Context: an optimization exercise on an open-source flow, tuned for small area and a short achievable clock period. The choices shown serve that exercise and are no tape-out recipe.
Function was checked by simulation only, so behaviour that the tests miss may differ from the original.

wip/harbor:
Design PE, start of the top module:
module PE#(
    parameter d_width = 32,
    parameter a_width = 8,
    parameter iact_size =  5,
    parameter kernel_size = 3
)
(
    input start,
    input clk, rst_n,
    input [d_width -1 : 0] weight,
    input [d_width -1 : 0] iact,
    output reg load_weight,
    output reg load_iact,
    output reg done,
    output reg [d_width -1 : 0] pe_out
);
Settings: LEC_CHECK=0, CAP_MARGIN=20, CORE_MARGIN=2, CORE_UTILIZATION=60, CTS_BUF_LIST=sky130_fd_sc_hd__clkbuf_16, CTS_CLUSTER_DIAMETER=100, CTS_CLUSTER_SIZE=32, SLEW_MARGIN=20, TNS_END_PERCENT=30, BUFFER_PORTS_ARGS=-buffer_cell sky130_fd_sc_hd__buf_2, SETUP_SLACK_MARGIN=6.9, SETUP_MOVE_SEQUENCE=sizeup,swap; clock period 10.0 ns.
standard.sh (not shown) runs the stock make flow with config.mk's settings and CLKGATE_MAP_FILE= SYNTH_SCRIPT=/design/flow/synth_recipe.tcl, a recipe that flattens the netlist after the stock synthesis.
==> flow/flow/run.sh <==
#!/bin/bash
# Layout flow: the standard layout (standard.sh) with these changes:
#  - the port buffers are buf_2 cells instead of the cell buffer_ports picks;
#  - timing repair aims at 6.9 ns of setup slack at the 10 ns clock, and
#    may only resize cells and swap pins (no buffers, no cloning).
set -euo pipefail
cat >> config.mk <<'EOC'
export BUFFER_PORTS_ARGS = -buffer_cell sky130_fd_sc_hd__buf_2
export SETUP_SLACK_MARGIN = 6.9
export SETUP_MOVE_SEQUENCE = sizeup,swap
EOC
bash standard.sh > standard.log 2>&1
Edits applied to the flow inputs when going from wip/harbor to wip/raven:
- swapping 60 for 65 in CORE_UTILIZATION
### Flow results
Wire length delta (wip/raven − wip/harbor): unfavourable
Looking at number of tap cells added at floorplan, wip/raven sits 10% lower than wip/harbor does.
wip/raven vs wip/harbor: hold slack down in wip/raven
wip/raven | stages: all done | timing, DRC, antenna: all pass
Weighted congestion reported at the end of routability-driven placement (higher): wip/raven
Between wip/raven and wip/harbor, worst setup margin is lower for wip/raven, wip/harbor comes in above that.
Sort wip/raven and wip/harbor by total of plain and repair buffers excluding clock buffers, ascending, and wip/raven comes first.
Diff wip/raven..wip/harbor | sequential share of layout area | negligible
Any difference in area added between synthesis and finish between wip/harbor and wip/raven is small enough to ignore.
What wip/yarrow does differently from wip/raven at the input level:
- a deleted TNS_END_PERCENT that had been 30
- a change of CORE_UTILIZATION from 65 to 60
Findings:
Re non-clock buffer total of the final layout: wip/raven was lower than wip/yarrow.
[compare] base=wip/raven new=wip/yarrow: wire length down 1.5%; die outline area increased 8.2%.
Setup slack after placement: wip/yarrow and wip/raven compared, lower one is wip/raven
Compared with wip/raven, in wip/yarrow detailed placer's ending HPWL grew by about 0.9%, utilization shrank by 5.2 points, minimum period implied by the final worst setup slack shrank by 42 ps.
Modified inputs, wip/delta compared to wip/yarrow
- CTS_CLUSTER_SIZE: 32 -> 28
- TNS_END_PERCENT: unset -> 30
==> notes.md <==
- | portion of the clock cycle consumed by the worst path in the final layout | wip/delta vs wip/yarrow | ≈ equal |
- Relative to wip/yarrow, the fmax of wip/delta is lower by 0.0012 GHz.
- Looking at via count of the first global-routing pass across wip/yarrow and wip/delta, the one that comes out higher is wip/delta.
- Signed area change from the synthesized netlist to the final layout, wip/yarrow and wip/delta: larger value in wip/delta
- wip/delta has less setup slack than wip/yarrow.
- Compared wip/delta against wip/yarrow; count of vias placed by the detailed router within noise.
- Looking at routed wire length across both flows, wip/delta is the weaker of the two, with wip/yarrow ahead.
- wip/yarrow finished every step from synthesis to the final layout, and the layout passed the timing, DRC and antenna checks.
- wip/delta reached the end of the flow, and the finished layout is clean on the timing, DRC and antenna checks.

* * *

Another version of the RTL of PE (not shown whole).
Size in the first run: roughly 480 flip-flops, ~100 I/O pins.
==> flow/design.v (excerpt) <==
module PE#(
    parameter d_width = 32,
    parameter a_width = 8,
    parameter iact_size =  5,
    parameter kernel_size = 3
)
(
    input start,
    input clk, rst_n,
    input [d_width -1 : 0] weight,
    input [d_width -1 : 0] iact,
    output reg load_weight,
    output reg load_iact,
    output reg done,
    output reg [d_width -1 : 0] pe_out
);
    reg [4:0] cnt;
    wire [4:0] nc = (cnt == 5'd0) ? (start ? 5'd1 : 5'd0) :
                    (cnt == 5'd27) ? 5'd0 : cnt + 5'd1;
    always @(posedge clk or negedge rst_n)
        if (!rst_n) cnt <= 5'd0;
        else cnt <= nc;
    reg ld_i;    
    reg ld_w;    
    reg clr;     
    reg tap4;    
    reg hold;    
    reg outp;    
    always @(posedge clk or negedge rst_n)
        if (!rst_n) begin
            ld_i <= 1'b0; ld_w <= 1'b0; clr <= 1'b0; tap4 <= 1'b0; hold <= 1'b0; outp <= 1'b0;
        end else begin
            ld_i <= (nc >= 5'd1) && (nc <= 5'd5);
            ld_w <= (nc >= 5'd7) && (nc <= 5'd9);
            clr  <= (nc == 5'd9) || (nc == 5'd14) || (nc == 5'd18);
            tap4 <= (nc == 5'd14) || (nc == 5'd18) || (nc == 5'd19) || (nc == 5'd20);
            hold <= (nc == 5'd12);
            outp <= (nc == 5'd14) || (nc == 5'd18) || (nc == 5'd22);
        end
    reg [31:0] r0, r1, r2, r3, r4;
    reg [31:0] w0, w1, w2;
    reg [31:0] a;           
    reg [31:0] an;          
    always @(posedge clk) begin
        r0 <= r1; r1 <= r2; r2 <= r3; r3 <= r4; r4 <= ld_i ? iact : r0;
        w0 <= w1; w1 <= w2; w2 <= ld_w ? weight : w0;
        a <= tap4 ? r0 : r2;
        an <= ~(tap4 ? r0 : r2);
    end
    wire [32:0] bx = {w1, 1'b0};
    reg [15:0] one, two, neg;
    reg [11:0] onen, twon, negn;
    integer k;
    always @(posedge clk) begin
        for (k = 0; k < 16; k = k + 1) begin
            one[k] <= ~hold & (bx[2*k+1] ^ bx[2*k]);
  ...
Settings: LEC_CHECK=0, CAP_MARGIN=20, CORE_MARGIN=2, CORE_UTILIZATION=60, CTS_BUF_LIST=sky130_fd_sc_hd__clkbuf_16, CTS_CLUSTER_DIAMETER=80, CTS_CLUSTER_SIZE=36, SLEW_MARGIN=20, BUFFER_PORTS_ARGS=-buffer_cell sky130_fd_sc_hd__buf_2, SETUP_SLACK_MARGIN=6.8, SETUP_MOVE_SEQUENCE=sizeup,swap; clock period 10.0 ns.
==> flow/flow/run.sh <==
#!/bin/bash
# Layout flow: the standard layout (standard.sh) with these changes:
#  - the port buffers are buf_2 cells instead of the cell buffer_ports picks;
#  - timing repair aims at 6.8 ns of setup slack at the 10 ns clock, and
#    may only resize cells and swap pins (no buffers, no cloning).
set -euo pipefail
cat >> config.mk <<'EOC'
export BUFFER_PORTS_ARGS = -buffer_cell sky130_fd_sc_hd__buf_2
export SETUP_SLACK_MARGIN = 6.8
export SETUP_MOVE_SEQUENCE = sizeup,swap
EOC
bash standard.sh > standard.log 2>&1
==> next run, changes <==
--- a/flow/flow/run.sh
+++ b/flow/flow/run.sh
@@ -4 +4 @@
-#  - timing repair aims at 6.8 ns of setup slack at the 10 ns clock, and
+#  - timing repair aims at 7.0 ns of setup slack at the 10 ns clock, and
@@ -9 +9 @@
-export SETUP_SLACK_MARGIN = 6.8
+export SETUP_SLACK_MARGIN = 7.0
Settings changed: CTS_CLUSTER_DIAMETER 80 to 60, CTS_CLUSTER_SIZE 36 to 30, SETUP_SLACK_MARGIN 6.8 to 7.0.
What happened: First-iteration DRC count goes up by roughly a tenth; cell area goes up by a few percent; maximum frequency goes up slightly; utilization goes up by 2.8 points.
==> next run, changes <==
--- a/flow/flow/run.sh
+++ b/flow/flow/run.sh
@@ -4 +4 @@
-#  - timing repair aims at 7.0 ns of setup slack at the 10 ns clock, and
+#  - timing repair aims at 6.8 ns of setup slack at the 10 ns clock, and
@@ -9 +9 @@
-export SETUP_SLACK_MARGIN = 7.0
+export SETUP_SLACK_MARGIN = 6.8
Settings changed: CORE_UTILIZATION 60 to 70, CTS_CLUSTER_DIAMETER 60 to 100, CTS_CLUSTER_SIZE 30 to 32, SETUP_SLACK_MARGIN 7.0 to 6.8.
Effect: Routed wire length shrinks by 4.0%; hold slack gets worse by 9.2 ps; worst setup slack gets worse by 5.3 ps.

* * *

## before
Another version of the RTL of PE (not shown whole).
For scale: about 3000 cells after synthesis, roughly 520 flip-flops, roughly 100 I/O pins.
export LEC_CHECK = 0
export CAP_MARGIN = 20
export CORE_MARGIN = 2
export CORE_UTILIZATION = 60
export CTS_BUF_LIST = sky130_fd_sc_hd__clkbuf_16
export CTS_CLUSTER_DIAMETER = 60
export CTS_CLUSTER_SIZE = 30
export SLEW_MARGIN = 20
export BUFFER_PORTS_ARGS = -buffer_cell sky130_fd_sc_hd__buf_2
export SETUP_SLACK_MARGIN = 6.8
export SETUP_MOVE_SEQUENCE = sizeup,swap
create_clock -name core_clock -period 10.0 [get_ports {clk}]
==> flow/flow/run.sh <==
#!/bin/bash
# Layout flow: the standard layout (standard.sh) with these changes:
#  - the port buffers are buf_2 cells instead of the cell buffer_ports picks;
#  - timing repair aims at 6.8 ns of setup slack at the 10 ns clock, and
#    may only resize cells and swap pins (no buffers, no cloning).
set -euo pipefail
cat >> config.mk <<'EOC'
export BUFFER_PORTS_ARGS = -buffer_cell sky130_fd_sc_hd__buf_2
export SETUP_SLACK_MARGIN = 6.8
export SETUP_MOVE_SEQUENCE = sizeup,swap
EOC
bash standard.sh > standard.log 2>&1
Inputs modified between before and after:
==> flow/flow/run.sh <==
#!/bin/bash
# Layout flow: the standard layout (standard.sh), with the port buffers
# made as buf_2 cells instead of the cell buffer_ports picks by default.
set -euo pipefail
cat >> config.mk <<'EOC'
export BUFFER_PORTS_ARGS = -buffer_cell sky130_fd_sc_hd__buf_2
EOC
bash standard.sh > standard.log 2>&1
--- a/flow/config.mk
+++ b/flow/config.mk
@@ -16,2 +15,0 @@
-export SETUP_SLACK_MARGIN = 6.8
-export SETUP_MOVE_SEQUENCE = sizeup,swap
==> comparison <==
Biggest fanout along the worst timing path: lower on before
before → after: headroom to the max-slew limit saw an increase, post-synthesis sequential area ratio shows no meaningful change.
Hold slack across after and before: no real change.
Comparing the two runs side by side, after comes out ahead of before on via count.
Final period utilization for after: 2.1 points up relative to before
In after the total of fill cells in the finished design turned out about 2.8% higher than in before.
after against before: global-route wire length before repair went down 410 microns; length of the first detailed-routing pass in iterations went down 2.

==> separate check: timing with driven ports <==
How much do the figures lean on ideal ports? The routed layouts below were timed once more, with nothing changed but the port constraints.
Step 1, drivers: a clkbuf_16 drives clk and a buf_2 each remaining input, both assumed.
Step 2 moves the port delays by t, midway between the first and last clock arrival at a register: inputs arrive t later, outputs are due t later. That takes back most of the time a late clock gives input paths.
a / b / c = ideal / step 1 / step 2; a / b = the first two.
| run | shift t [ns] | slack for setup (ns) | worst setup path at the end | latest minus earliest clock arrival (ns) | slew at the worst register clock pin (ns) |
|---|---|---|---|---|---|
| wip/harbor | 0.617 | 6.857 / 6.798 / 6.826 | input to register | 0.037 / 0.038 | 0.12 / 0.12 |
| wip/raven | 0.611 | 6.810 / 6.753 / 6.670 | input to register | 0.037 / 0.036 | 0.12 / 0.12 |
| wip/yarrow | 0.616 | 6.852 / 6.793 / 6.828 | input to register | 0.037 / 0.038 | 0.12 / 0.12 |
| wip/delta | 0.629 | 6.840 / 6.782 / 6.843 | input to register | 0.027 / 0.027 | 0.11 / 0.11 |
| the first run of note 2 | 0.656 | 6.811 / 6.750 / 6.736 | input to register | 0.043 / 0.042 | 0.12 / 0.12 |
| the second run of note 2 | 0.641 | 6.850 / 6.787 / 6.829 | input to register | 0.035 / 0.035 | 0.10 / 0.10 |
| the third run of note 2 | 0.627 | 6.844 / 6.785 / 6.859 | input to register | 0.055 / 0.055 | 0.12 / 0.12 |
| before | 0.649 | 6.787 / 6.787 / 6.787 | register to register | 0.057 / 0.057 | 0.11 / 0.11 |
| after | 0.649 | 6.576 / 6.576 / 6.576 | register to register | 0.064 / 0.064 | 0.11 / 0.11 |
After both steps setup and hold are still met in every run listed. The setup slack of wip/raven, which loses most, moves by -0.057 ns with the drivers and by -0.140 ns with both steps.
